This is an optimization exercise on Yosys and OpenROAD, whose aim is small area and a short achievable clock period, not a production implementation.
No run shown here included a check of the RTL's function; only the layout flow was run.
Power is estimated from default activity; no workload was simulated.

**flow/cts**
```
-buf_list sky130_fd_sc_hd__clkbuf_4 -root_buf sky130_fd_sc_hd__clkbuf_8
```
**config.mk**
```make
export PLATFORM = sky130hd
export DESIGN_NAME = mac
export DESIGN_NICKNAME = mac
export VERILOG_FILES = /design/flow/design.v
export SDC_FILE = /design/flow/constraint.sdc
export NUM_CORES = 4
export LEC_CHECK = 0
export CAP_MARGIN = 20
export CORE_MARGIN = 2
export CORE_UTILIZATION = 40
export SLEW_MARGIN = 20
export SYNTH_HIERARCHICAL = 1
export SYNTH_MINIMUM_KEEP_SIZE = 0
export SETUP_SLACK_MARGIN = 11.2
export SKIP_GATE_CLONING = 1
export BUFFER_PORTS_ARGS = -buffer_cell sky130_fd_sc_hd__buf_1
export CTS_ARGS = -sink_clustering_enable -repair_clock_nets -dont_use_dummy_load -buf_list sky130_fd_sc_hd__clkbuf_4 -root_buf sky130_fd_sc_hd__clkbuf_8
```
**flow/portbuf**
```
sky130_fd_sc_hd__buf_1
```
**flow/margin**
```
11.2
```
**flow/run.sh**
```bash
#!/bin/bash
# Layout: the standard ORFS flow (standard.sh, standard synthesis), with
#  - timing repair aimed at a setup slack of flow/margin ns, so the resizer
#    works on the real critical paths even though the clock period is loose
#    (no gate cloning, so each port keeps exactly one buffer),
#  - the standard port buffering (every port gets its own buffer), with the
#    buffer cell in flow/portbuf,
#  - a clock tree without dummy balancing loads, extra CTS options in flow/cts.
# standard.log here holds make's output; ORFS's own logs are in orfs/logs.
set -euo pipefail
M=$(cat flow/margin)
PB=$(cat flow/portbuf)
CTS_EXTRA=$(cat flow/cts 2>/dev/null || true)
cat >> config.mk <<EOC
export SETUP_SLACK_MARGIN = $M
export SKIP_GATE_CLONING = 1
export BUFFER_PORTS_ARGS = -buffer_cell $PB
export CTS_ARGS = -sink_clustering_enable -repair_clock_nets -dont_use_dummy_load $CTS_EXTRA
EOC
bash standard.sh > standard.log 2>&1
```
**constraint.sdc**
```tcl
create_clock -name core_clock -period 18.0 [get_ports {clk}]
set_input_delay 3.6000 -clock core_clock [delete_from_list [all_inputs] [get_ports {clk}]]
set_output_delay 3.6000 -clock core_clock [all_outputs]
set_load 0.01 [all_outputs]
```
**design.v**
```verilog
module mac(input clk, input rst, input [15:0] x, input [15:0] y, output [31:0] acc);
reg r0_0;
reg r1_0;
reg r2_0;
reg r3_0;
reg r4_0;
reg r5_0;
reg r6_0;
wire r6_1 = 1'b0;
reg r7_0;
reg r7_1;
reg r8_0;
reg r8_1;
reg r9_0;
reg r9_1;
reg r10_0;
reg r10_1;
reg r11_0;
reg r11_1;
reg r12_0;
reg r12_1;
reg r13_0;
reg r13_1;
reg r14_0;
reg r14_1;
reg r15_0;
reg r15_1;
reg r16_0;
reg r16_1;
reg r17_0;
reg r17_1;
reg r18_0;
reg r18_1;
reg r19_0;
reg r19_1;
reg r20_0;
reg r20_1;
reg r21_0;
reg r21_1;
reg r22_0;
reg r22_1;
reg r23_0;
reg r23_1;
reg r24_0;
reg r24_1;
reg r25_0;
reg r25_1;
reg r26_0;
reg r26_1;
reg r27_0;
reg r27_1;
reg r28_0;
reg r28_1;
reg r29_0;
reg r29_1;
reg r30_0;
reg r30_1;
reg r31_0;
reg rci;
wire p1;
wire p2;
wire p3;
wire p4;
wire p5;
wire p6;
wire p7;
wire p8;
wire p9;
wire p10;
wire p11;
wire p12;
wire p13;
wire p14;
wire p15;
wire p16;
wire p17;
wire p18;
wire p19;
wire p20;
wire p21;
wire p22;
wire p23;
wire p24;
wire p25;
wire p26;
wire p27;
wire p28;
wire p29;
wire p30;
wire p31;
wire p32;
wire p33;
wire p34;
wire p35;
wire p36;
wire p37;
wire p38;
wire p39;
wire p40;
wire p41;
wire p42;
wire p43;
wire p44;
wire p45;
wire p46;
wire p47;
wire p48;
wire p49;
wire p50;
wire p51;
wire p52;
wire p53;
wire p54;
wire p55;
wire p56;
wire p57;
wire p58;
wire p59;
wire p60;
wire p61;
wire p62;
wire p63;
wire p64;
wire p65;
wire p66;
wire p67;
wire p68;
wire p69;
wire p70;
wire p71;
wire p72;
wire p73;
wire p74;
wire p75;
wire p76;
wire p77;
wire p78;
wire p79;
wire p80;
wire p81;
wire p82;
wire p83;
wire p84;
wire p85;
wire p86;
wire p87;
wire p88;
wire p89;
wire p90;
wire p91;
wire p92;
wire p93;
wire p94;
wire p95;
wire p96;
wire p97;
wire p98;
wire p99;
wire p100;
wire p101;
wire p102;
wire p103;
wire p104;
wire p105;
wire p106;
wire p107;
wire p108;
wire p109;
wire p110;
wire p111;
wire p112;
wire p113;
wire p114;
wire p115;
wire p116;
wire p117;
wire p118;
wire p119;
wire p120;
wire p121;
wire p122;
wire p123;
wire p124;
wire p125;
wire p126;
wire p127;
wire p128;
wire p129;
wire p130;
wire p131;
wire p132;
wire p133;
wire p134;
wire p135;
wire p136;
wire p137;
wire p138;
wire p139;
wire p140;
wire p141;
wire p142;
wire p143;
wire p144;
wire p145;
wire p146;
wire p147;
wire p148;
wire p149;
wire p150;
wire p151;
wire p152;
wire p153;
wire p154;
wire p155;
wire p156;
wire p157;
wire p158;
wire p159;
wire p160;
wire p161;
wire p162;
wire p163;
wire p164;
wire p165;
wire p166;
wire p167;
wire p168;
wire p169;
wire p170;
wire p171;
wire p172;
wire p173;
wire p174;
wire p175;
wire p176;
wire p177;
wire p178;
wire p179;
wire p180;
wire p181;
wire p182;
wire p183;
wire p184;
wire p185;
wire p186;
wire p187;
wire p188;
wire p189;
wire p190;
wire p191;
wire p192;
wire p193;
wire p194;
wire p195;
wire p196;
wire p197;
wire p198;
wire p199;
wire p200;
wire p201;
wire p202;
wire p203;
wire p204;
wire p205;
wire p206;
wire p207;
wire p208;
wire p209;
wire p210;
wire p211;
wire p212;
wire p213;
wire p214;
wire p215;
wire p216;
wire p217;
wire p218;
wire p219;
wire p220;
wire p221;
wire p222;
wire p223;
wire p224;
wire p225;
wire p226;
wire p227;
wire p228;
wire p229;
wire p230;
wire p231;
wire p232;
wire p233;
wire p234;
wire p235;
wire p236;
wire p237;
wire p238;
wire p239;
wire p240;
wire p241;
wire p242;
wire p243;
wire p244;
wire p245;
wire p246;
wire p247;
wire p248;
wire p249;
wire p250;
wire p251;
wire p252;
wire p253;
wire p254;
wire p255;
wire p256;
wire s257;
wire c258;
wire s259;
wire c260;
wire s261;
wire c262;
wire s263;
wire c264;
wire s265;
wire c266;
wire s267;
wire c268;
wire s269;
wire c270;
wire s271;
wire c272;
wire s273;
wire c274;
wire s275;
wire c276;
wire s277;
wire c278;
wire s279;
wire c280;
wire s281;
wire c282;
wire s283;
wire c284;
wire s285;
wire c286;
wire s287;
wire c288;
wire s289;
wire c290;
wire s291;
wire c292;
wire s293;
wire c294;
wire s295;
wire c296;
wire s297;
wire c298;
wire s299;
wire c300;
wire s301;
wire c302;
wire s303;
wire c304;
wire s305;
wire c306;
wire s307;
wire c308;
wire s309;
wire c310;
wire s311;
wire c312;
wire s313;
wire c314;
wire s315;
wire c316;
wire s317;
wire c318;
wire s319;
wire c320;
wire s321;
wire c322;
wire s323;
wire c324;
wire s325;
wire c326;
wire s327;
wire c328;
wire s329;
wire c330;
wire s331;
wire c332;
wire s333;
wire c334;
wire s335;
wire c336;
wire s337;
wire c338;
wire s339;
wire c340;
wire s341;
wire c342;
wire s343;
wire c344;
wire s345;
wire c346;
wire s347;
wire c348;
wire s349;
wire c350;
wire s351;
wire c352;
wire s353;
wire c354;
wire s355;
wire c356;
wire s357;
wire c358;
wire s359;
wire c360;
wire s361;
wire c362;
wire s363;
wire c364;
wire s365;
wire c366;
wire s367;
wire c368;
wire s369;
wire c370;
wire s371;
wire c372;
wire s373;
wire c374;
wire s375;
wire c376;
wire s377;
wire c378;
wire s379;
wire c380;
wire s381;
wire c382;
wire s383;
wire c384;
wire s385;
wire c386;
wire s387;
wire c388;
wire s389;
wire c390;
wire s391;
wire c392;
wire s393;
wire c394;
wire s395;
wire c396;
wire s397;
wire c398;
wire s399;
wire c400;
wire s401;
wire c402;
wire s403;
wire c404;
wire s405;
wire c406;
wire s407;
wire c408;
wire s409;
wire c410;
wire s411;
wire c412;
wire s413;
wire c414;
wire s415;
wire c416;
wire s417;
wire c418;
wire s419;
wire c420;
wire s421;
wire c422;
wire s423;
wire c424;
wire s425;
wire c426;
wire s427;
wire c428;
wire s429;
wire c430;
wire s431;
wire c432;
wire s433;
wire c434;
wire s435;
wire c436;
wire s437;
wire c438;
wire s439;
wire c440;
wire s441;
wire c442;
wire s443;
wire c444;
wire s445;
wire c446;
wire s447;
wire c448;
wire s449;
wire c450;
wire s451;
wire c452;
wire s453;
wire c454;
wire s455;
wire c456;
wire s457;
wire c458;
wire s459;
wire c460;
wire s461;
wire c462;
wire s463;
wire c464;
wire s465;
wire c466;
wire s467;
wire c468;
wire s469;
wire c470;
wire s471;
wire c472;
wire s473;
wire c474;
wire s475;
wire c476;
wire s477;
wire c478;
wire s479;
wire c480;
wire s481;
wire c482;
wire s483;
wire c484;
wire s485;
wire c486;
wire s487;
wire c488;
wire s489;
wire c490;
wire s491;
wire c492;
wire s493;
wire c494;
wire s495;
wire c496;
wire s497;
wire c498;
wire s499;
wire c500;
wire s501;
wire c502;
wire s503;
wire c504;
wire s505;
wire c506;
wire s507;
wire c508;
wire s509;
wire c510;
wire s511;
wire c512;
wire s513;
wire c514;
wire s515;
wire c516;
wire s517;
wire c518;
wire s519;
wire c520;
wire s521;
wire c522;
wire s523;
wire c524;
wire s525;
wire c526;
wire s527;
wire c528;
wire s529;
wire c530;
wire s531;
wire c532;
wire s533;
wire c534;
wire s535;
wire c536;
wire s537;
wire c538;
wire s539;
wire c540;
wire s541;
wire c542;
wire s543;
wire c544;
wire s545;
wire c546;
wire s547;
wire c548;
wire s549;
wire c550;
wire s551;
wire c552;
wire s553;
wire c554;
wire s555;
wire c556;
wire s557;
wire c558;
wire s559;
wire c560;
wire s561;
wire c562;
wire s563;
wire c564;
wire s565;
wire c566;
wire s567;
wire c568;
wire s569;
wire c570;
wire s571;
wire c572;
wire s573;
wire c574;
wire s575;
wire c576;
wire s577;
wire c578;
wire s579;
wire c580;
wire s581;
wire c582;
wire s583;
wire c584;
wire s585;
wire c586;
wire s587;
wire c588;
wire s589;
wire c590;
wire s591;
wire c592;
wire s593;
wire c594;
wire s595;
wire c596;
wire s597;
wire c598;
wire s599;
wire c600;
wire s601;
wire c602;
wire s603;
wire c604;
wire s605;
wire c606;
wire s607;
wire c608;
wire s609;
wire c610;
wire s611;
wire c612;
wire s613;
wire c614;
wire s615;
wire c616;
wire s617;
wire c618;
wire s619;
wire c620;
wire s621;
wire c622;
wire s623;
wire c624;
wire s625;
wire c626;
wire s627;
wire c628;
wire s629;
wire c630;
wire s631;
wire c632;
wire s633;
wire c634;
wire s635;
wire c636;
wire s637;
wire c638;
wire s639;
wire c640;
wire s641;
wire c642;
wire s643;
wire c644;
wire s645;
wire c646;
wire s647;
wire c648;
wire s649;
wire c650;
wire s651;
wire c652;
wire s653;
wire c654;
wire s655;
wire c656;
wire s657;
wire c658;
wire s659;
wire c660;
wire s661;
wire c662;
wire s663;
wire c664;
wire s665;
wire c666;
wire s667;
wire c668;
wire s669;
wire c670;
wire s671;
wire c672;
wire s673;
wire c674;
wire s675;
wire c676;
wire s677;
wire c678;
wire s679;
wire c680;
wire s681;
wire c682;
wire s683;
wire c684;
wire s685;
wire c686;
wire s687;
wire c688;
wire s689;
wire c690;
wire s691;
wire c692;
wire s693;
wire c694;
wire s695;
wire c696;
wire s697;
wire c698;
wire s699;
wire c700;
wire s701;
wire c702;
wire s703;
wire c704;
wire s705;
wire c706;
wire s707;
wire c708;
wire s709;
wire c710;
wire s711;
wire c712;
wire s713;
wire c714;
wire s715;
wire c716;
wire s717;
wire c718;
wire s719;
wire c720;
wire s721;
wire c722;
wire s723;
wire c724;
wire s725;
wire c726;
wire s727;
wire c728;
wire s729;
wire c730;
wire s731;
wire c732;
wire s733;
wire c734;
wire s735;
wire c736;
wire s737;
wire c738;
wire s739;
wire c740;
wire s741;
wire c742;
wire s743;
wire c744;
wire s745;
wire c746;
wire s747;
wire c748;
wire s749;
wire c750;
wire s751;
wire c752;
wire s753;
wire c754;
wire s755;
wire c756;
wire s757;
wire c758;
wire s759;
wire c760;
wire s761;
wire c762;
wire s763;
wire c764;
wire s765;
wire c766;
wire s767;
wire c768;
wire s769;
wire c770;
wire s771;
wire c772;
wire s773;
wire c774;
wire s775;
wire c776;
wire s777;
wire c778;
wire s779;
wire c780;
wire s781;
wire c782;
wire s783;
wire c784;
wire s785;
wire c786;
wire s787;
wire c788;
wire s789;
wire c790;
wire s791;
wire c792;
wire s793;
wire c794;
wire s795;
wire c796;
wire s797;
wire c798;
wire x799;
wire x800;
wire [15:0] xg = x;
wire r0_0_f = ~r0_0;
wire r1_0_f = ~r1_0;
wire r2_0_f = ~r2_0;
wire r3_0_f = ~r3_0;
wire r4_0_f = ~r4_0;
wire r5_0_f = ~r5_0;
wire r6_0_f = ~r6_0;
wire r7_0_f = ~r7_0;
wire r7_1_f = ~r7_1;
wire r8_0_f = ~r8_0;
wire r8_1_f = ~r8_1;
wire r9_0_f = ~r9_0;
wire r9_1_f = ~r9_1;
wire r10_0_f = ~r10_0;
wire r10_1_f = ~r10_1;
wire r11_0_f = ~r11_0;
wire r11_1_f = ~r11_1;
wire r12_0_f = ~r12_0;
wire r12_1_f = ~r12_1;
wire r13_0_f = ~r13_0;
wire r13_1_f = ~r13_1;
wire r14_0_f = ~r14_0;
wire r14_1_f = ~r14_1;
wire r15_0_f = ~r15_0;
wire r15_1_f = ~r15_1;
wire r16_0_f = ~r16_0;
wire r16_1_f = ~r16_1;
wire r17_0_f = ~r17_0;
wire r17_1_f = ~r17_1;
wire r18_0_f = ~r18_0;
wire r18_1_f = ~r18_1;
wire r19_0_f = ~r19_0;
wire r19_1_f = ~r19_1;
wire r20_0_f = ~r20_0;
wire r20_1_f = ~r20_1;
wire r21_0_f = ~r21_0;
wire r21_1_f = ~r21_1;
wire r22_0_f = ~r22_0;
wire r22_1_f = ~r22_1;
wire r23_0_f = ~r23_0;
wire r23_1_f = ~r23_1;
wire r24_0_f = ~r24_0;
wire r24_1_f = ~r24_1;
wire r25_0_f = ~r25_0;
wire r25_1_f = ~r25_1;
wire r26_0_f = ~r26_0;
wire r26_1_f = ~r26_1;
wire r27_0_f = ~r27_0;
wire r27_1_f = ~r27_1;
wire r28_0_f = ~r28_0;
wire r28_1_f = ~r28_1;
wire r29_0_f = ~r29_0;
wire r29_1_f = ~r29_1;
wire r30_0_f = ~r30_0;
wire r30_1_f = ~r30_1;
wire r31_0_f = ~r31_0;
wire rci_f = ~rci;
wire r6_1_f = 1'b1;
assign p1 = ~(xg[0] & y[0]);
assign p2 = ~(xg[0] & y[1]);
assign p3 = ~(xg[0] & y[2]);
assign p4 = ~(xg[0] & y[3]);
assign p5 = ~(xg[0] & y[4]);
assign p6 = ~(xg[0] & y[5]);
assign p7 = ~(xg[0] & y[6]);
assign p8 = ~(xg[0] & y[7]);
assign p9 = ~(xg[0] & y[8]);
assign p10 = ~(xg[0] & y[9]);
assign p11 = ~(xg[0] & y[10]);
assign p12 = ~(xg[0] & y[11]);
assign p13 = ~(xg[0] & y[12]);
assign p14 = ~(xg[0] & y[13]);
assign p15 = ~(xg[0] & y[14]);
assign p16 = ~(xg[0] & y[15]);
assign p17 = ~(xg[1] & y[0]);
assign p18 = ~(xg[1] & y[1]);
assign p19 = ~(xg[1] & y[2]);
assign p20 = ~(xg[1] & y[3]);
assign p21 = ~(xg[1] & y[4]);
assign p22 = ~(xg[1] & y[5]);
assign p23 = ~(xg[1] & y[6]);
assign p24 = ~(xg[1] & y[7]);
assign p25 = ~(xg[1] & y[8]);
assign p26 = ~(xg[1] & y[9]);
assign p27 = ~(xg[1] & y[10]);
assign p28 = ~(xg[1] & y[11]);
assign p29 = ~(xg[1] & y[12]);
assign p30 = ~(xg[1] & y[13]);
assign p31 = ~(xg[1] & y[14]);
assign p32 = ~(xg[1] & y[15]);
assign p33 = ~(xg[2] & y[0]);
assign p34 = ~(xg[2] & y[1]);
assign p35 = ~(xg[2] & y[2]);
assign p36 = ~(xg[2] & y[3]);
assign p37 = ~(xg[2] & y[4]);
assign p38 = ~(xg[2] & y[5]);
assign p39 = ~(xg[2] & y[6]);
assign p40 = ~(xg[2] & y[7]);
assign p41 = ~(xg[2] & y[8]);
assign p42 = ~(xg[2] & y[9]);
assign p43 = ~(xg[2] & y[10]);
assign p44 = ~(xg[2] & y[11]);
assign p45 = ~(xg[2] & y[12]);
assign p46 = ~(xg[2] & y[13]);
assign p47 = ~(xg[2] & y[14]);
assign p48 = ~(xg[2] & y[15]);
assign p49 = ~(xg[3] & y[0]);
assign p50 = ~(xg[3] & y[1]);
assign p51 = ~(xg[3] & y[2]);
assign p52 = ~(xg[3] & y[3]);
assign p53 = ~(xg[3] & y[4]);
assign p54 = ~(xg[3] & y[5]);
assign p55 = ~(xg[3] & y[6]);
assign p56 = ~(xg[3] & y[7]);
assign p57 = ~(xg[3] & y[8]);
assign p58 = ~(xg[3] & y[9]);
assign p59 = ~(xg[3] & y[10]);
assign p60 = ~(xg[3] & y[11]);
assign p61 = ~(xg[3] & y[12]);
assign p62 = ~(xg[3] & y[13]);
assign p63 = ~(xg[3] & y[14]);
assign p64 = ~(xg[3] & y[15]);
assign p65 = ~(xg[4] & y[0]);
assign p66 = ~(xg[4] & y[1]);
assign p67 = ~(xg[4] & y[2]);
assign p68 = ~(xg[4] & y[3]);
assign p69 = ~(xg[4] & y[4]);
assign p70 = ~(xg[4] & y[5]);
assign p71 = ~(xg[4] & y[6]);
assign p72 = ~(xg[4] & y[7]);
assign p73 = ~(xg[4] & y[8]);
assign p74 = ~(xg[4] & y[9]);
assign p75 = ~(xg[4] & y[10]);
assign p76 = ~(xg[4] & y[11]);
assign p77 = ~(xg[4] & y[12]);
assign p78 = ~(xg[4] & y[13]);
assign p79 = ~(xg[4] & y[14]);
assign p80 = ~(xg[4] & y[15]);
assign p81 = ~(xg[5] & y[0]);
assign p82 = ~(xg[5] & y[1]);
assign p83 = ~(xg[5] & y[2]);
assign p84 = ~(xg[5] & y[3]);
assign p85 = ~(xg[5] & y[4]);
assign p86 = ~(xg[5] & y[5]);
assign p87 = ~(xg[5] & y[6]);
assign p88 = ~(xg[5] & y[7]);
assign p89 = ~(xg[5] & y[8]);
assign p90 = ~(xg[5] & y[9]);
assign p91 = ~(xg[5] & y[10]);
assign p92 = ~(xg[5] & y[11]);
assign p93 = ~(xg[5] & y[12]);
assign p94 = ~(xg[5] & y[13]);
assign p95 = ~(xg[5] & y[14]);
assign p96 = ~(xg[5] & y[15]);
assign p97 = ~(xg[6] & y[0]);
assign p98 = ~(xg[6] & y[1]);
assign p99 = ~(xg[6] & y[2]);
assign p100 = ~(xg[6] & y[3]);
assign p101 = ~(xg[6] & y[4]);
assign p102 = ~(xg[6] & y[5]);
assign p103 = ~(xg[6] & y[6]);
assign p104 = ~(xg[6] & y[7]);
assign p105 = ~(xg[6] & y[8]);
assign p106 = ~(xg[6] & y[9]);
assign p107 = ~(xg[6] & y[10]);
assign p108 = ~(xg[6] & y[11]);
assign p109 = ~(xg[6] & y[12]);
assign p110 = ~(xg[6] & y[13]);
assign p111 = ~(xg[6] & y[14]);
assign p112 = ~(xg[6] & y[15]);
assign p113 = ~(xg[7] & y[0]);
assign p114 = ~(xg[7] & y[1]);
assign p115 = ~(xg[7] & y[2]);
assign p116 = ~(xg[7] & y[3]);
assign p117 = ~(xg[7] & y[4]);
assign p118 = ~(xg[7] & y[5]);
assign p119 = ~(xg[7] & y[6]);
assign p120 = ~(xg[7] & y[7]);
assign p121 = ~(xg[7] & y[8]);
assign p122 = ~(xg[7] & y[9]);
assign p123 = ~(xg[7] & y[10]);
assign p124 = ~(xg[7] & y[11]);
assign p125 = ~(xg[7] & y[12]);
assign p126 = ~(xg[7] & y[13]);
assign p127 = ~(xg[7] & y[14]);
assign p128 = ~(xg[7] & y[15]);
assign p129 = ~(xg[8] & y[0]);
assign p130 = ~(xg[8] & y[1]);
assign p131 = ~(xg[8] & y[2]);
assign p132 = ~(xg[8] & y[3]);
assign p133 = ~(xg[8] & y[4]);
assign p134 = ~(xg[8] & y[5]);
assign p135 = ~(xg[8] & y[6]);
assign p136 = ~(xg[8] & y[7]);
assign p137 = ~(xg[8] & y[8]);
assign p138 = ~(xg[8] & y[9]);
assign p139 = ~(xg[8] & y[10]);
assign p140 = ~(xg[8] & y[11]);
assign p141 = ~(xg[8] & y[12]);
assign p142 = ~(xg[8] & y[13]);
assign p143 = ~(xg[8] & y[14]);
assign p144 = ~(xg[8] & y[15]);
assign p145 = ~(xg[9] & y[0]);
assign p146 = ~(xg[9] & y[1]);
assign p147 = ~(xg[9] & y[2]);
assign p148 = ~(xg[9] & y[3]);
assign p149 = ~(xg[9] & y[4]);
assign p150 = ~(xg[9] & y[5]);
assign p151 = ~(xg[9] & y[6]);
assign p152 = ~(xg[9] & y[7]);
assign p153 = ~(xg[9] & y[8]);
assign p154 = ~(xg[9] & y[9]);
assign p155 = ~(xg[9] & y[10]);
assign p156 = ~(xg[9] & y[11]);
assign p157 = ~(xg[9] & y[12]);
assign p158 = ~(xg[9] & y[13]);
assign p159 = ~(xg[9] & y[14]);
assign p160 = ~(xg[9] & y[15]);
assign p161 = ~(xg[10] & y[0]);
assign p162 = ~(xg[10] & y[1]);
assign p163 = ~(xg[10] & y[2]);
assign p164 = ~(xg[10] & y[3]);
assign p165 = ~(xg[10] & y[4]);
assign p166 = ~(xg[10] & y[5]);
assign p167 = ~(xg[10] & y[6]);
assign p168 = ~(xg[10] & y[7]);
assign p169 = ~(xg[10] & y[8]);
assign p170 = ~(xg[10] & y[9]);
assign p171 = ~(xg[10] & y[10]);
assign p172 = ~(xg[10] & y[11]);
assign p173 = ~(xg[10] & y[12]);
assign p174 = ~(xg[10] & y[13]);
assign p175 = ~(xg[10] & y[14]);
assign p176 = ~(xg[10] & y[15]);
assign p177 = ~(xg[11] & y[0]);
assign p178 = ~(xg[11] & y[1]);
assign p179 = ~(xg[11] & y[2]);
assign p180 = ~(xg[11] & y[3]);
assign p181 = ~(xg[11] & y[4]);
assign p182 = ~(xg[11] & y[5]);
assign p183 = ~(xg[11] & y[6]);
assign p184 = ~(xg[11] & y[7]);
assign p185 = ~(xg[11] & y[8]);
assign p186 = ~(xg[11] & y[9]);
assign p187 = ~(xg[11] & y[10]);
assign p188 = ~(xg[11] & y[11]);
assign p189 = ~(xg[11] & y[12]);
assign p190 = ~(xg[11] & y[13]);
assign p191 = ~(xg[11] & y[14]);
assign p192 = ~(xg[11] & y[15]);
assign p193 = ~(xg[12] & y[0]);
assign p194 = ~(xg[12] & y[1]);
assign p195 = ~(xg[12] & y[2]);
assign p196 = ~(xg[12] & y[3]);
assign p197 = ~(xg[12] & y[4]);
assign p198 = ~(xg[12] & y[5]);
assign p199 = ~(xg[12] & y[6]);
assign p200 = ~(xg[12] & y[7]);
assign p201 = ~(xg[12] & y[8]);
assign p202 = ~(xg[12] & y[9]);
assign p203 = ~(xg[12] & y[10]);
assign p204 = ~(xg[12] & y[11]);
assign p205 = ~(xg[12] & y[12]);
assign p206 = ~(xg[12] & y[13]);
assign p207 = ~(xg[12] & y[14]);
assign p208 = ~(xg[12] & y[15]);
assign p209 = ~(xg[13] & y[0]);
assign p210 = ~(xg[13] & y[1]);
assign p211 = ~(xg[13] & y[2]);
assign p212 = ~(xg[13] & y[3]);
assign p213 = ~(xg[13] & y[4]);
assign p214 = ~(xg[13] & y[5]);
assign p215 = ~(xg[13] & y[6]);
assign p216 = ~(xg[13] & y[7]);
assign p217 = ~(xg[13] & y[8]);
assign p218 = ~(xg[13] & y[9]);
assign p219 = ~(xg[13] & y[10]);
assign p220 = ~(xg[13] & y[11]);
assign p221 = ~(xg[13] & y[12]);
assign p222 = ~(xg[13] & y[13]);
assign p223 = ~(xg[13] & y[14]);
assign p224 = ~(xg[13] & y[15]);
assign p225 = ~(xg[14] & y[0]);
assign p226 = ~(xg[14] & y[1]);
assign p227 = ~(xg[14] & y[2]);
assign p228 = ~(xg[14] & y[3]);
assign p229 = ~(xg[14] & y[4]);
assign p230 = ~(xg[14] & y[5]);
assign p231 = ~(xg[14] & y[6]);
assign p232 = ~(xg[14] & y[7]);
assign p233 = ~(xg[14] & y[8]);
assign p234 = ~(xg[14] & y[9]);
assign p235 = ~(xg[14] & y[10]);
assign p236 = ~(xg[14] & y[11]);
assign p237 = ~(xg[14] & y[12]);
assign p238 = ~(xg[14] & y[13]);
assign p239 = ~(xg[14] & y[14]);
assign p240 = ~(xg[14] & y[15]);
assign p241 = ~(xg[15] & y[0]);
assign p242 = ~(xg[15] & y[1]);
assign p243 = ~(xg[15] & y[2]);
assign p244 = ~(xg[15] & y[3]);
assign p245 = ~(xg[15] & y[4]);
assign p246 = ~(xg[15] & y[5]);
assign p247 = ~(xg[15] & y[6]);
assign p248 = ~(xg[15] & y[7]);
assign p249 = ~(xg[15] & y[8]);
assign p250 = ~(xg[15] & y[9]);
assign p251 = ~(xg[15] & y[10]);
assign p252 = ~(xg[15] & y[11]);
assign p253 = ~(xg[15] & y[12]);
assign p254 = ~(xg[15] & y[13]);
assign p255 = ~(xg[15] & y[14]);
assign p256 = ~(xg[15] & y[15]);
fa us257 (r0_0_f, p1, 1'b1, s257, c258);
fa us259 (r1_0_f, p17, p2, s259, c260);
fa us261 (c258, s259, 1'b1, s261, c262);
fa us263 (r2_0_f, p18, p3, s263, c264);
fa us265 (p33, c260, s263, s265, c266);
fa us267 (c262, s265, 1'b1, s267, c268);
fa us269 (r3_0_f, p19, p34, s269, c270);
fa us271 (p4, p49, c264, s271, c272);
fa us273 (s269, c266, s271, s273, c274);
fa us275 (c268, s273, 1'b1, s275, c276);
fa us277 (r4_0_f, p20, p35, s277, c278);
fa us279 (p5, p50, p65, s279, c280);
fa us281 (c270, s277, s279, s281, c282);
fa us283 (c272, s281, c274, s283, c284);
fa us285 (c276, s283, 1'b1, s285, c286);
fa us287 (r5_0_f, p21, p36, s287, c288);
fa us289 (p51, p6, p66, s289, c290);
fa us291 (p81, c278, c280, s291, c292);
fa us293 (s287, s289, c282, s293, c294);
fa us295 (s291, s293, c284, s295, c296);
fa us297 (c286, s295, 1'b1, s297, c298);
fa us299 (r6_0_f, r6_1_f, rci_f, s299, c300);
fa us301 (r11_0_f, r11_1_f, p102, s301, c302);
fa us303 (r12_0_f, r12_1_f, p103, s303, c304);
fa us305 (p118, p13, p133, s305, c306);
fa us307 (r13_0_f, r13_1_f, p104, s307, c308);
fa us309 (p119, p134, p14, s309, c310);
fa us311 (p149, p164, p179, s311, c312);
fa us313 (r14_0_f, r14_1_f, p105, s313, c314);
fa us315 (p120, p135, p15, s315, c316);
fa us317 (p150, p165, p180, s317, c318);
fa us319 (p195, p210, p225, s319, c320);
fa us321 (r15_0_f, r15_1_f, p106, s321, c322);
fa us323 (p121, p136, p151, s323, c324);
fa us325 (p16, p166, p181, s325, c326);
fa us327 (p196, p211, p226, s327, c328);
fa us329 (p241, p31, p46, s329, c330);
fa us331 (r16_0_f, r16_1_f, p107, s331, c332);
fa us333 (p122, p137, p152, s333, c334);
fa us335 (p167, p182, p197, s335, c336);
fa us337 (p212, p227, p242, s337, c338);
fa us339 (p32, p47, p62, s339, c340);
fa us341 (r17_0_f, r17_1_f, p108, s341, c342);
fa us343 (p123, p138, p153, s343, c344);
fa us345 (p168, p183, p198, s345, c346);
fa us347 (p213, p228, p243, s347, c348);
fa us349 (r18_0_f, r18_1_f, p109, s349, c350);
fa us351 (p124, p139, p154, s351, c352);
fa us353 (p169, p184, p199, s353, c354);
fa us355 (r19_0_f, r19_1_f, p110, s355, c356);
fa us357 (p125, p140, p155, s357, c358);
fa us359 (r20_0_f, r20_1_f, p111, s359, c360);
fa us361 (s299, p22, p37, s361, c362);
fa us363 (p52, p67, p7, s363, c364);
fa us365 (r7_0_f, r7_1_f, c300, s365, c366);
fa us367 (p113, p23, p38, s367, c368);
fa us369 (r8_0_f, r8_1_f, p114, s369, c370);
fa us371 (p129, p24, p39, s371, c372);
fa us373 (r9_0_f, r9_1_f, p10, s373, c374);
fa us375 (p100, p115, p130, s375, c376);
fa us377 (p145, p25, p40, s377, c378);
fa us379 (r10_0_f, r10_1_f, p101, s379, c380);
fa us381 (p11, p116, p131, s381, c382);
fa us383 (p146, p161, p26, s383, c384);
fa us385 (p41, p56, p71, s385, c386);
fa us387 (p117, p12, p132, s387, c388);
fa us389 (p147, p162, p177, s389, c390);
fa us391 (p27, p42, p57, s391, c392);
fa us393 (p72, p87, s301, s393, c394);
fa us395 (p148, p163, p178, s395, c396);
fa us397 (p193, p28, p43, s397, c398);
fa us399 (p58, p73, p88, s399, c400);
fa us401 (c302, s303, s305, s401, c402);
fa us403 (p194, p209, p29, s403, c404);
fa us405 (p44, p59, p74, s405, c406);
fa us407 (p89, c304, c306, s407, c408);
fa us409 (s307, s309, s311, s409, c410);
fa us411 (p30, p45, p60, s411, c412);
fa us413 (p75, p90, c308, s413, c414);
fa us415 (c310, c312, s313, s415, c416);
fa us417 (s315, s317, s319, s417, c418);
fa us419 (p61, p76, p91, s419, c420);
fa us421 (c314, c316, c318, s421, c422);
fa us423 (c320, s321, s323, s423, c424);
fa us425 (s325, s327, s329, s425, c426);
fa us427 (p77, p92, c322, s427, c428);
fa us429 (c324, c326, c328, s429, c430);
fa us431 (c330, s331, s333, s431, c432);
fa us433 (s335, s337, s339, s433, c434);
fa us435 (p48, p63, p78, s435, c436);
fa us437 (p93, c332, c334, s437, c438);
fa us439 (c336, c338, c340, s439, c440);
fa us441 (s341, s343, s345, s441, c442);
fa us443 (p214, p229, p244, s443, c444);
fa us445 (p64, p79, p94, s445, c446);
fa us447 (c342, c344, c346, s447, c448);
fa us449 (c348, s349, s351, s449, c450);
fa us451 (p170, p185, p200, s451, c452);
fa us453 (p215, p230, p245, s453, c454);
fa us455 (p80, p95, c350, s455, c456);
fa us457 (c352, c354, s355, s457, c458);
fa us459 (p126, p141, p156, s459, c460);
fa us461 (p171, p186, p201, s461, c462);
fa us463 (p216, p231, p246, s463, c464);
fa us465 (p96, c356, c358, s465, c466);
fa us467 (r21_0_f, r21_1_f, p112, s467, c468);
fa us469 (p127, p142, p157, s469, c470);
fa us471 (p172, p187, p202, s471, c472);
fa us473 (p217, p232, p247, s473, c474);
fa us475 (r22_0_f, r22_1_f, p128, s475, c476);
fa us477 (p143, p158, p173, s477, c478);
fa us479 (p188, p203, p218, s479, c480);
fa us481 (r23_0_f, r23_1_f, p144, s481, c482);
fa us483 (p159, p174, p189, s483, c484);
fa us485 (r24_0_f, r24_1_f, p160, s485, c486);
fa us487 (p82, p97, c288, s487, c488);
fa us489 (c290, s361, s363, s489, c490);
fa us491 (s365, p53, p68, s491, c492);
fa us493 (p8, p83, p98, s493, c494);
fa us495 (c362, c364, s367, s495, c496);
fa us497 (c366, p54, p69, s497, c498);
fa us499 (p84, p9, p99, s499, c500);
fa us501 (c368, s369, s371, s501, c502);
fa us503 (p55, p70, p85, s503, c504);
fa us505 (c370, c372, s373, s505, c506);
fa us507 (s375, s377, 1'b1, s507, c508);
fa us509 (p86, c374, c376, s509, c510);
fa us511 (c378, s379, s381, s511, c512);
fa us513 (s383, s385, 1'b1, s513, c514);
fa us515 (c380, c382, c384, s515, c516);
fa us517 (c386, s387, s389, s517, c518);
fa us519 (s391, s393, 1'b1, s519, c520);
fa us521 (c388, c390, c392, s521, c522);
fa us523 (s395, s397, s399, s523, c524);
fa us525 (c394, s401, 1'b1, s525, c526);
fa us527 (c396, c398, c400, s527, c528);
fa us529 (s403, s405, c402, s529, c530);
fa us531 (s407, s409, 1'b1, s531, c532);
fa us533 (c404, c406, s411, s533, c534);
fa us535 (c408, c410, s413, s535, c536);
fa us537 (s415, s417, 1'b1, s537, c538);
fa us539 (c412, s419, c414, s539, c540);
fa us541 (c416, c418, s421, s541, c542);
fa us543 (s423, s425, 1'b1, s543, c544);
fa us545 (c420, c422, c424, s545, c546);
fa us547 (c426, s427, s429, s547, c548);
fa us549 (s431, s433, 1'b1, s549, c550);
fa us551 (s347, s435, c428, s551, c552);
fa us553 (c430, c432, c434, s553, c554);
fa us555 (s437, s439, s441, s555, c556);
fa us557 (c436, s353, s443, s557, c558);
fa us559 (s445, c438, c440, s559, c560);
fa us561 (c442, s447, s449, s561, c562);
fa us563 (c444, c446, s357, s563, c564);
fa us565 (s451, s453, c448, s565, c566);
fa us567 (c450, s455, s457, s567, c568);
fa us569 (c452, c454, s359, s569, c570);
fa us571 (s459, s461, s463, s571, c572);
fa us573 (c456, c458, s465, s573, c574);
fa us575 (c360, c460, c462, s575, c576);
fa us577 (c464, s467, s469, s577, c578);
fa us579 (s471, s473, c466, s579, c580);
fa us581 (p233, p248, c468, s581, c582);
fa us583 (c470, c472, c474, s583, c584);
fa us585 (s475, s477, s479, s585, c586);
fa us587 (p204, p219, p234, s587, c588);
fa us589 (p249, c476, c478, s589, c590);
fa us591 (c480, s481, s483, s591, c592);
fa us593 (p175, p190, p205, s593, c594);
fa us595 (p220, p235, p250, s595, c596);
fa us597 (c482, c484, s485, s597, c598);
fa us599 (r25_0_f, r25_1_f, p176, s599, c600);
fa us601 (p191, p206, p221, s601, c602);
fa us603 (p236, p251, c486, s603, c604);
fa us605 (r26_0_f, r26_1_f, p192, s605, c606);
fa us607 (p207, p222, p237, s607, c608);
fa us609 (r27_0_f, r27_1_f, p208, s609, c610);
fa us611 (c292, s487, s489, s611, c612);
fa us613 (s491, s493, c488, s613, c614);
fa us615 (c492, c494, s497, s615, c616);
fa us617 (s499, c496, s501, s617, c618);
fa us619 (c498, c500, s503, s619, c620);
fa us621 (c502, s505, s507, s621, c622);
fa us623 (c504, c506, c508, s623, c624);
fa us625 (s509, s511, s513, s625, c626);
fa us627 (c510, c512, c514, s627, c628);
fa us629 (s515, s517, s519, s629, c630);
fa us631 (c516, c518, s521, s631, c632);
fa us633 (s523, c520, s525, s633, c634);
fa us635 (c522, c524, s527, s635, c636);
fa us637 (c526, s529, s531, s637, c638);
fa us639 (c528, s533, c530, s639, c640);
fa us641 (c532, s535, s537, s641, c642);
fa us643 (c534, c536, s539, s643, c644);
fa us645 (c538, s541, s543, s645, c646);
fa us647 (c540, c542, c544, s647, c648);
fa us649 (s545, s547, s549, s649, c650);
fa us651 (c546, c548, s551, s651, c652);
fa us653 (c550, s553, s555, s653, c654);
fa us655 (s557, c552, c554, s655, c656);
fa us657 (s559, c556, s561, s657, c658);
fa us659 (c558, s563, c560, s659, c660);
fa us661 (s565, c562, s567, s661, c662);
fa us663 (c564, s569, s571, s663, c664);
fa us665 (c566, c568, s573, s665, c666);
fa us667 (c570, c572, s575, s667, c668);
fa us669 (s577, c574, s579, s669, c670);
fa us671 (c576, c578, s581, s671, c672);
fa us673 (s583, s585, c580, s673, c674);
fa us675 (s587, c582, c584, s675, c676);
fa us677 (c586, s589, s591, s677, c678);
fa us679 (c588, s593, s595, s679, c680);
fa us681 (c590, c592, s597, s681, c682);
fa us683 (c594, c596, s599, s683, c684);
fa us685 (s601, c598, s603, s685, c686);
fa us687 (p252, c600, c602, s687, c688);
fa us689 (s605, s607, c604, s689, c690);
fa us691 (p223, p238, p253, s691, c692);
fa us693 (c606, c608, s609, s693, c694);
fa us695 (r28_0_f, r28_1_f, p224, s695, c696);
fa us697 (p239, p254, c610, s697, c698);
fa us699 (r29_0_f, r29_1_f, p240, s699, c700);
fa us701 (c490, s495, s613, s701, c702);
fa us703 (s615, c614, s617, s703, c704);
fa us705 (c616, s619, c618, s705, c706);
fa us707 (c620, c622, s623, s707, c708);
fa us709 (c624, c626, s627, s709, c710);
fa us711 (c628, s631, c630, s711, c712);
fa us713 (c632, s635, c634, s713, c714);
fa us715 (c636, s639, c638, s715, c716);
fa us717 (c640, s643, c642, s717, c718);
fa us719 (c644, c646, s647, s719, c720);
fa us721 (c648, s651, c650, s721, c722);
fa us723 (c652, s655, c654, s723, c724);
fa us725 (c656, s659, c658, s725, c726);
fa us727 (s663, c660, c662, s727, c728);
fa us729 (c664, s667, c666, s729, c730);
fa us731 (c668, s671, c670, s731, c732);
fa us733 (c672, s675, s677, s733, c734);
fa us735 (s679, c676, c678, s735, c736);
fa us737 (c680, s683, c682, s737, c738);
fa us739 (c684, s687, c686, s739, c740);
fa us741 (s691, c688, s693, s741, c742);
fa us743 (c692, s695, c694, s743, c744);
fa us745 (p255, c696, s699, s745, c746);
fa us747 (r30_0_f, r30_1_f, p256, s747, c748);
fa us749 (c294, s611, c296, s749, c750);
fa us751 (c612, s701, 1'b1, s751, c752);
fa us753 (c702, s703, 1'b1, s753, c754);
fa us755 (s621, c704, s705, s755, c756);
fa us757 (s625, c706, s707, s757, c758);
fa us759 (c708, s709, s629, s759, c760);
fa us761 (c710, s633, s711, s761, c762);
fa us763 (s637, c712, s713, s763, c764);
fa us765 (s641, c714, s715, s765, c766);
fa us767 (s645, c716, s717, s767, c768);
fa us769 (s649, c718, s719, s769, c770);
fa us771 (s653, c720, s721, s771, c772);
fa us773 (s657, c722, s723, s773, c774);
fa us775 (s661, c724, s725, s775, c776);
fa us777 (s665, c726, s727, s777, c778);
fa us779 (s669, c728, s729, s779, c780);
fa us781 (s673, c730, s731, s781, c782);
fa us783 (c674, s733, c732, s783, c784);
fa us785 (s681, c734, s735, s785, c786);
fa us787 (s685, c736, s737, s787, c788);
fa us789 (s689, c738, s739, s789, c790);
fa us791 (c690, s741, c740, s791, c792);
fa us793 (s697, c742, s743, s793, c794);
fa us795 (c698, s745, c744, s795, c796);
fa us797 (c700, s747, c746, s797, c798);
assign x799 = ~(r31_0_f ^ c748);
assign x800 = ~(x799 ^ c798);
always @(posedge clk) begin
  r0_0 <= ~(rst | s257);
  r1_0 <= ~(rst | s261);
  r2_0 <= ~(rst | s267);
  r3_0 <= ~(rst | s275);
  r4_0 <= ~(rst | s285);
  r5_0 <= ~(rst | s297);
  r6_0 <= ~(rst | s749);
  r7_0 <= ~(rst | s751);
  r7_1 <= ~(rst | c750);
  r8_0 <= ~(rst | c752);
  r8_1 <= ~(rst | s753);
  r9_0 <= ~(rst | c754);
  r9_1 <= ~(rst | s755);
  r10_0 <= ~(rst | c756);
  r10_1 <= ~(rst | s757);
  r11_0 <= ~(rst | c758);
  r11_1 <= ~(rst | s759);
  r12_0 <= ~(rst | c760);
  r12_1 <= ~(rst | s761);
  r13_0 <= ~(rst | c762);
  r13_1 <= ~(rst | s763);
  r14_0 <= ~(rst | c764);
  r14_1 <= ~(rst | s765);
  r15_0 <= ~(rst | c766);
  r15_1 <= ~(rst | s767);
  r16_0 <= ~(rst | c768);
  r16_1 <= ~(rst | s769);
  r17_0 <= ~(rst | c770);
  r17_1 <= ~(rst | s771);
  r18_0 <= ~(rst | c772);
  r18_1 <= ~(rst | s773);
  r19_0 <= ~(rst | c774);
  r19_1 <= ~(rst | s775);
  r20_0 <= ~(rst | c776);
  r20_1 <= ~(rst | s777);
  r21_0 <= ~(rst | c778);
  r21_1 <= ~(rst | s779);
  r22_0 <= ~(rst | c780);
  r22_1 <= ~(rst | s781);
  r23_0 <= ~(rst | c782);
  r23_1 <= ~(rst | s783);
  r24_0 <= ~(rst | s785);
  r24_1 <= ~(rst | c784);
  r25_0 <= ~(rst | c786);
  r25_1 <= ~(rst | s787);
  r26_0 <= ~(rst | c788);
  r26_1 <= ~(rst | s789);
  r27_0 <= ~(rst | c790);
  r27_1 <= ~(rst | s791);
  r28_0 <= ~(rst | s793);
  r28_1 <= ~(rst | c792);
  r29_0 <= ~(rst | c794);
  r29_1 <= ~(rst | s795);
  r30_0 <= ~(rst | s797);
  r30_1 <= ~(rst | c796);
  r31_0 <= ~(rst | x800);
  rci <= ~(rst | c298);
end
assign acc[0] = r0_0;
assign acc[1] = r1_0;
assign acc[2] = r2_0;
assign acc[3] = r3_0;
assign acc[4] = r4_0;
assign acc[5] = r5_0;
wire [25:0] ra = {r31_0, r30_0, r29_0, r28_0, r27_0, r26_0, r25_0, r24_0, r23_0, r22_0, r21_0, r20_0, r19_0, r18_0, r17_0, r16_0, r15_0, r14_0, r13_0, r12_0, r11_0, r10_0, r9_0, r8_0, r7_0, r6_0};
wire [25:0] rb = {1'b0, r30_1, r29_1, r28_1, r27_1, r26_1, r25_1, r24_1, r23_1, r22_1, r21_1, r20_1, r19_1, r18_1, r17_1, r16_1, r15_1, r14_1, r13_1, r12_1, r11_1, r10_1, r9_1, r8_1, r7_1, r6_1};
addn u_add (ra, rb, rci, acc[31:6]);
endmodule
module addn(input [25:0] a, input [25:0] b, input ci, output [25:0] s);
wire [25:0] g, p, c;
pgen u_pg (a, b, g, p);
pfx u_pfx (g, p, ci, c);
assign s = p ^ c;
endmodule
module pgen(input [25:0] a, input [25:0] b, output [25:0] g, output [25:0] p);
assign g = a & b;
assign p = a ^ b;
endmodule
module pfx(input [25:0] g, input [25:0] p, input ci, output [25:0] c);
wire gc0 = g[0] | (p[0] & ci);
wire G1 = g[1] | (p[1] & gc0);
wire G2 = g[3] | (p[3] & g[2]);
wire P2 = p[3] & p[2];
wire G3 = g[5] | (p[5] & g[4]);
wire P3 = p[5] & p[4];
wire G4 = g[7] | (p[7] & g[6]);
wire P4 = p[7] & p[6];
wire G5 = g[9] | (p[9] & g[8]);
wire P5 = p[9] & p[8];
wire G6 = g[11] | (p[11] & g[10]);
wire P6 = p[11] & p[10];
wire G7 = g[13] | (p[13] & g[12]);
wire P7 = p[13] & p[12];
wire G8 = g[15] | (p[15] & g[14]);
wire P8 = p[15] & p[14];
wire G9 = g[17] | (p[17] & g[16]);
wire P9 = p[17] & p[16];
wire G10 = g[19] | (p[19] & g[18]);
wire P10 = p[19] & p[18];
wire G11 = g[21] | (p[21] & g[20]);
wire P11 = p[21] & p[20];
wire G12 = g[23] | (p[23] & g[22]);
wire P12 = p[23] & p[22];
wire G13 = g[25] | (p[25] & g[24]);
wire P13 = p[25] & p[24];
wire G14 = g[2] | (p[2] & G1);
wire G15 = G2 | (P2 & G1);
wire G16 = g[6] | (p[6] & G3);
wire P16 = p[6] & P3;
wire G17 = G4 | (P4 & G3);
wire P17 = P4 & P3;
wire G18 = g[10] | (p[10] & G5);
wire P18 = p[10] & P5;
wire G19 = G6 | (P6 & G5);
wire P19 = P6 & P5;
wire G20 = g[14] | (p[14] & G7);
wire P20 = p[14] & P7;
wire G21 = G8 | (P8 & G7);
wire P21 = P8 & P7;
wire G22 = g[18] | (p[18] & G9);
wire P22 = p[18] & P9;
wire G23 = G10 | (P10 & G9);
wire P23 = P10 & P9;
wire G24 = g[22] | (p[22] & G11);
wire P24 = p[22] & P11;
wire G25 = G12 | (P12 & G11);
wire P25 = P12 & P11;
wire G26 = g[4] | (p[4] & G15);
wire G27 = G3 | (P3 & G15);
wire G28 = G16 | (P16 & G15);
wire G29 = G17 | (P17 & G15);
wire G30 = g[12] | (p[12] & G19);
wire P30 = p[12] & P19;
wire G31 = G7 | (P7 & G19);
wire P31 = P7 & P19;
wire G32 = G20 | (P20 & G19);
wire P32 = P20 & P19;
wire G33 = G21 | (P21 & G19);
wire P33 = P21 & P19;
wire G34 = g[20] | (p[20] & G23);
wire P34 = p[20] & P23;
wire G35 = G11 | (P11 & G23);
wire P35 = P11 & P23;
wire G36 = G24 | (P24 & G23);
wire P36 = P24 & P23;
wire G37 = G25 | (P25 & G23);
wire P37 = P25 & P23;
wire G38 = g[8] | (p[8] & G29);
wire G39 = G5 | (P5 & G29);
wire G40 = G18 | (P18 & G29);
wire G41 = G19 | (P19 & G29);
wire G42 = G30 | (P30 & G29);
wire G43 = G31 | (P31 & G29);
wire G44 = G32 | (P32 & G29);
wire G45 = G33 | (P33 & G29);
wire G46 = g[24] | (p[24] & G37);
wire P46 = p[24] & P37;
wire G47 = G13 | (P13 & G37);
wire P47 = P13 & P37;
wire G48 = g[16] | (p[16] & G45);
wire G49 = G9 | (P9 & G45);
wire G50 = G22 | (P22 & G45);
wire G51 = G23 | (P23 & G45);
wire G52 = G34 | (P34 & G45);
wire G53 = G35 | (P35 & G45);
wire G54 = G36 | (P36 & G45);
wire G55 = G37 | (P37 & G45);
wire G56 = G46 | (P46 & G45);
wire G57 = G47 | (P47 & G45);
assign c[0] = ci;
assign c[1] = gc0;
assign c[2] = G1;
assign c[3] = G14;
assign c[4] = G15;
assign c[5] = G26;
assign c[6] = G27;
assign c[7] = G28;
assign c[8] = G29;
assign c[9] = G38;
assign c[10] = G39;
assign c[11] = G40;
assign c[12] = G41;
assign c[13] = G42;
assign c[14] = G43;
assign c[15] = G44;
assign c[16] = G45;
assign c[17] = G48;
assign c[18] = G49;
assign c[19] = G50;
assign c[20] = G51;
assign c[21] = G52;
assign c[22] = G53;
assign c[23] = G54;
assign c[24] = G55;
assign c[25] = G56;
endmodule
module fa(input a, input b, input c, output s, output co);
assign s = a ^ b ^ c;
assign co = (a & b) | (a & c) | (b & c);
endmodule
```
**standard.sh**
```bash
#!/bin/bash
# synth_recipe.tcl (not shown) runs the flow's synth.tcl, then flattens the netlist and writes it again
# the make line also repeats each setting of config.mk as NAME=value (left out here)
make -C /OpenROAD-flow-scripts/flow DESIGN_CONFIG=/design/flow/config.mk WORK_HOME=/design/flow/orfs CLKGATE_MAP_FILE= SYNTH_SCRIPT=/design/flow/synth_recipe.tcl "${@:-finish}"
```
==> impl_metrics.tcl, run 1 <==
set metrics [dict create \
    outcome "no timing/DRC/antenna violations" \
    post-dp-hpwl_um 18000 \
    synth_area_per_cell_um2 10.4 \
    netlist_instances 918 \
    synth_edf_count 0 \
    numCtsBuffers 9 \
    synth_area_um2 9570 \
    cts_sinks 57 \
    critPathArrivalTime_ns 6.97 \
    yosysTopAreaCellShare 0.567 \
    synth_seq_area_share 0.119 \
    synth_area_leaders "fa_1, dfxtp_1, nand2_1" \
    fillers 2294 \
    nets 1252 \
    grt-ovfl-total 0 \
    synthTopCellsByCount "fa_1, nand2_1, inv_1, nor2_1, dfxtp_1" \
    first_pass_iters 5 \
    drt_iter0_drc 248 \
    timing.fmax_mhz 148 \
    htree_levels 3 \
    synth_most_common_cell "fa_1" \
    cp_max_fo 16 \
    grt_antenna_before_repair 1 \
    finalClockSkew_ns 0.0138 \
    ys_warn_count 7 \
    clock_path_buffers 2 \
    grt_pass1_wl_um 38000 \
    dieArea_um2 25200 \
    ys_ff_latch 57 \
    fp.dieW_um 159 \
    clkSlewWorstSetupHoldPaths_ns 0.07 \
    grtUsageTotal 0.204 \
    core_area_um2 23500 \
    gp_congestion 0.849 \
    clk_latency_ns 0.38 \
    grt_pass1_vias 7085 \
    vias 6202 \
    cp-start-kind "input port" \
    start_util 0.408 \
    grt_max_degree 58 \
    port_buffers 65 \
    rsz0062_at_grt "no" \
    yosysUniqueCellTypes 34 \
    root_buffer "clkbuf_8" \
    p_leak_uw 0.00386 \
    cts_tree "built" \
    ir_drop_mv 0.0850 \
    hold_slack_ns 0.631 \
    hold_viol_final 0 \
    min_period_over_period 0.374 \
    worstMarginPinSlew_ns 0.635 \
    n_antenna_cell 0 \
    num_io_pins 66 \
    drive_above_1_share 0.0827 \
    antenna_left 0 \
    syn2layout_area_growth_pct 4.95 \
    ctsHoldBuffers 0 \
    die_y_um 159 \
    end_kind "register" \
    cp.required_ns 18.23 \
    vias_per_cell 5.01 \
    std_cell_rows 56 \
    async_reset_ff_frac 0 \
    tns_ns 0 \
    wl_per_cell_um 18.5 \
    powerDensity_nw_per_um2 170 \
    report.final.slew_viol_count 0 \
    fin_crit_ns 6.74 \
    route.detailed.drc 0 \
    cap_violations 0 \
    synth_top_area_cell "fa_1" \
    setup_violations 0 \
    slew_headroom 0.576 \
    hold_path_class "register to register" \
    drt-total-wl_um 22900 \
    synth_ff_type "dfxtp_1" \
    critPathKind "input port to register" \
]
critical path, stage by stage:
cell and delay (ns):
buf_2 0.31, nand2_1 0.12, fa_1 0.49, fa_2 0.64, fa_2 0.46, fa_2 0.35
fa_1 0.46, fa_1 0.49, nor2_1 0.04
Yosys stat by module, one instance, submodules excluded:
| module | cells inside | copies in the design | flip-flops and latches |
|---|---|---|---|
| mac | 505 | 1 | 57 |
| pgen | 26 | 1 | 0 |
| addn | 26 | 1 | 0 |
| fa | 1 | 271 | 0 |
| pfx | 90 | 1 | 0 |
metal layers:
metal  global-route usage  part of all wire  up-vias
li1                     -                 -     2678
met1                0.269              0.41     3266
met2                0.343              0.50      229
met3               0.0416             0.067       27
met4               0.0605             0.017        2
met5                    0           0.00052        -
final timing paths:
path	depth (start not counted)	slack, ns	from	endpoint
setup / recovery	9	11.26	x[3]	r17_1$_DFF_P_
hold / removal	3	0.63	r0_0$_DFF_P_	r0_0$_DFF_P_
setup reg to reg	8	14.47	r6_0$_DFF_P_	r7_0$_DFF_P_
hold reg to reg	3	0.63	r0_0$_DFF_P_	r0_0$_DFF_P_
timing repair:
action                     in CTS  in global routing
setup buffers                   0                  2
gates cloned                    0                  0
resized for setup              51                 27
setup endpoints to repair      34                 21
cells in the final DEF (no fill, tap or decap):
| cell type | count |
|---|---|
| clkbuf_2 | 2 |
| a21oi_2 | 1 |
| fa_1 | 247 |
| a21oi_1 | 8 |
| o21ai_1 | 1 |
| ha_1 | 26 |
| or2_1 | 1 |
| dfxtp_1 | 57 |
| or3_4 | 1 |
| o21ai_0 | 3 |
| nand2b_1 | 2 |
| a31o_2 | 1 |
| o22a_1 | 1 |
| o22ai_2 | 1 |
| a31o_1 | 2 |
| clkbuf_4 | 17 |
| nand4_1 | 5 |
| inv_1 | 58 |
| o21a_1 | 2 |
| a32oi_1 | 1 |
| o21bai_1 | 1 |
| buf_6 | 2 |
| a21o_1 | 20 |
| buf_1 | 41 |
| nor4_2 | 1 |
| xor2_1 | 26 |
| nor2_1 | 58 |
| a41o_1 | 1 |
| nand2_1 | 261 |
| fa_2 | 24 |
| conb_1 | 19 |
| o31a_1 | 1 |
| clkbuf_8 | 9 |
| buf_2 | 5 |
| xnor3_1 | 1 |
| buf_4 | 10 |
| o21a_2 | 1 |
| a211oi_4 | 1 |
area by class of cell:
class / instances / area, um2 / share of cell area
repair buffers: 77 / 414 / 0.0412
well taps: 319 / 399 / 0.0397
clock buffers: 9 / 124 / 0.0123
flip-flops and latches: 57 / 1140 / 0.114
inverters: 58 / 218 / 0.0217
multi-input cells: 718 / 7750 / 0.771
kinds of logic after synthesis:
group | after synthesis | synth area share
AO/OA/AOI/OAI | 46 | 0.0341
flip-flops | 57 | 0.119
buffers and inverters | 160 | 0.0867
adder cells (fa/ha/maj) | 297 | 0.601
other | 2 | 0.000785
AND/OR/NAND/NOR | 329 | 0.132
XOR/XNOR | 27 | 0.0261
stage by stage:
step | cell area [um2] | utilization | worst slack [ns] | std cells | power, uW
after floorplan | 10000 | - | 11.15 | 935 | 1320
after global placement | 9800 | 0.417 | 10.43 | 1227 | 1610
after detailed placement | 9800 | 0.417 | 10.39 | 1227 | 1630
after CTS | 9970 | 0.425 | 11.18 | 1236 | 1740
after global routing | 10000 | 0.428 | 11.20 | 1238 | 1970
final | 10000 | 0.428 | 11.26 | 1238 | 1710
power by group:
part / switching (uW) / internal (uW)
logic: 748 / 644
registers: 27.7 / 191
clock network: 53.5 / 44.5
==> run 2, diff against run 1 <==
--- a/config.mk
+++ b/config.mk
@@ -9,4 +9,5 @@
 export CORE_MARGIN = 2
 export CORE_UTILIZATION = 40
+export PLACE_DENSITY = 0.75
 export SLEW_MARGIN = 20
 export SYNTH_HIERARCHICAL = 1
==> impl_metrics.tcl, run 2 <==
set metrics [dict create \
    gp_congestion 0.901 \
    finalClockSkew_ns 0.0108 \
    grt_pass1_vias 7188 \
    root_buffer "clkbuf_8" \
    first_pass_iters 5 \
    critPathKind "input port to register" \
    fillers 2181 \
    syn2layout_area_growth_pct 4.60 \
    vias 6388 \
    drive_above_1_share 0.0787 \
    ys_warn_count 7 \
    htree_levels 3 \
    end_kind "register" \
    numCtsBuffers 9 \
    outcome "no timing/DRC/antenna violations" \
    hold_path_class "register to register" \
    cap_violations 0 \
    placed_area_um2 9780 \
    stdcell_area_um2 10000 \
    async_reset_ff_frac 0 \
    clock_path_buffers 2 \
    synth_area_per_cell_um2 10.4 \
    p_leak_uw 0.00385 \
    synth_edf_count 0 \
    clkSlewWorstSetupHoldPaths_ns 0.06 \
    synth_top_family_by_area "adder cells" \
    final_cell_mix "nand2_1, fa_1, nor2_1, inv_1, dfxtp_1" \
    post-dp-hpwl_um 17700 \
    yosysTopAreaCellShare 0.567 \
    wl_per_cell_um 18.1 \
    rsz0062_at_grt "no" \
    hold_viol_final 0 \
    grt_max_degree 58 \
    num_io_pins 66 \
    core_area_um2 23500 \
    met1_usage 0.252 \
    use_met2 0.324 \
    hold_slack_ns 0.635 \
    synth_area_um2 9570 \
    synth_xor_area_frac 0.0261 \
    synthAdderAreaFrac 0.601 \
    grt_pass1_wl_um 37100 \
    std_cell_rows 56 \
    drt_iter0_drc 547 \
    vias_per_cell 5.18 \
    cp-start-kind "input port" \
    synth_area_leaders "fa_1, dfxtp_1, nand2_1" \
    layout_commonest_cell "nand2_1" \
    setup_violations 0 \
    drt-total-wl_um 22400 \
    grt_use_met3 0.0514 \
    powerDensity_nw_per_um2 172 \
    synth_ff_type "dfxtp_1" \
    synthTopCellsByCount "fa_1, nand2_1, inv_1, nor2_1, dfxtp_1" \
    cts_tree "built" \
    cp.required_ns 18.22 \
    post_synth_and_or_nand_nor_area_fraction 0.132 \
    fin_crit_ns 6.75 \
    grt_antenna_before_repair 0 \
    clk_latency_ns 0.36 \
    slew_headroom 0.557 \
    start_util 0.408 \
    synth_compound_area_frac 0.0341 \
    n_antenna_cell 0 \
    synth_mux_area_frac 0 \
    yosysUniqueCellTypes 34 \
    top_usage_layer "met2" \
    min_period_over_period 0.375 \
    synth_most_common_cell "fa_1" \
    cp_max_fo 16 \
    grtUsageTotal 0.197 \
    synth_seq_area_share 0.119 \
    netlist_instances 918 \
    critPathArrivalTime_ns 6.97 \
    ys_ff_latch 57 \
    timing.fmax_mhz 148 \
    worstMarginPinSlew_ns 0.665 \
    dieArea_um2 25200 \
    nets 1248 \
    report.final.slew_viol_count 0 \
    port_buffers 65 \
    fp.dieW_um 159 \
    ir_drop_mv 0.0898 \
    fin_util 0.426 \
    route.detailed.drc 0 \
    cts_sinks 57 \
    seqCellArea_um2 1140 \
    multiInputGateArea_um2 7730 \
    tns_ns 0 \
    grt-ovfl-total 0 \
    post-cts-setup-buffers 0 \
    antenna_left 0 \
    die_y_um 159 \
    synth_top_area_cell "fa_1" \
]
run 2: layout make-up:
class | count | area share
clock buffers | 9 | 0.0124
repair buffers | 73 | 0.0396
inverters | 58 | 0.0217
flip-flops and latches | 57 | 0.114
well taps | 319 | 0.0399
multi-input cells | 718 | 0.772
run 2: report_power, final:
group	internal [uW]	leakage [uW]	switching [uW]
Combinational	646	0.00331	761
Clock	44.4	0.0000647	49.5
Sequential	191	0.000473	28.1
Total	882	0.00385	838
run 2: kinds of logic after synthesis:
group                    after synthesis
AND/OR/NAND/NOR                      329
adder cells (fa/ha/maj)              297
buffers and inverters                160
flip-flops                            57
AO/OA/AOI/OAI                         46
XOR/XNOR                              27
other                                  2
run 2: through the flow:
step	power [uW]	cells	setup WS (ns)
floorplan	1320	935	11.15
global placement	1590	1225	10.43
detailed placement	1640	1225	10.43
CTS	1740	1234	11.19
global route	1980	1234	11.20
finish	1720	1234	11.25
run 2: worst max-delay path, stage by stage:
cell and delay [ns]:
buf_2 0.29, nand2_1 0.12, fa_1 0.53, fa_1 0.61, fa_2 0.47, fa_2 0.35, fa_1 0.46, fa_1 0.50
nor2_1 0.04
run 2: Yosys stat by module, one instance, submodules excluded:
module	flip-flops and latches	cells inside	cell area [um2]
pfx	0	90	619
pgen	0	26	325
addn	0	26	228
mac	57	505	2970
fa	0	1	20.0
run 2: path summary, 6_finish.rpt:
path,from,endpoint,slack [ns],cells past startpoint
setup / recovery,y[2],r17_1$_DFF_P_,11.25,9
hold / removal,r31_0$_DFF_P_,r31_0$_DFF_P_,0.64,2
setup reg to reg,rci$_DFF_P_,r8_1$_DFF_P_,14.43,8
hold reg to reg,r31_0$_DFF_P_,r31_0$_DFF_P_,0.64,2
run 2: routing by layer:
metal  wire length [um]  vias up
met5                  0        -
met4                669        0
met3               2020       49
met2              10900      336
met1               8780     3332
li1                   -     2671
run 2: repair_timing:
item / in CTS / in global routing
endpoints found under the setup margin: 32 / 18
gates cloned: 0 / 0
hold buffers: 0 / 0
endpoints found under the hold margin: 0 / 0
gates resized for setup: 47 / 25

-- re-timing with driven ports --
Ports are ideal in the flow. The routed layouts listed here were re-timed in OpenROAD. Step 1 assumes that a clkbuf_16 drives the clock port and a buf_2 every other input. Step 2 times the ports against the registers' clock, not the clock port: input delays grow and output delays shrink by t, the midpoint of the rising clock arrivals with the driver on. Slacks: ideal ports / drivers / drivers and shift; pairs: ideal ports / drivers.
| run | t, ns | setup slack, ns | worst hold slack (ns) | worst data-port slew with drivers (ns) |
|---|---|---|---|---|
| run 1 | 0.413 | 11.262 / 11.237 / 10.823 | 0.631 / 0.631 / 0.631 | 0.06 |
| run 2 | 0.394 | 11.245 / 11.258 / 10.865 | 0.635 / 0.635 / 0.635 | 0.05 |
After both steps every run listed still meets setup and hold. The setup slack of run 1, which loses most, moves by -0.025 ns with the drivers and by -0.439 ns with both steps.
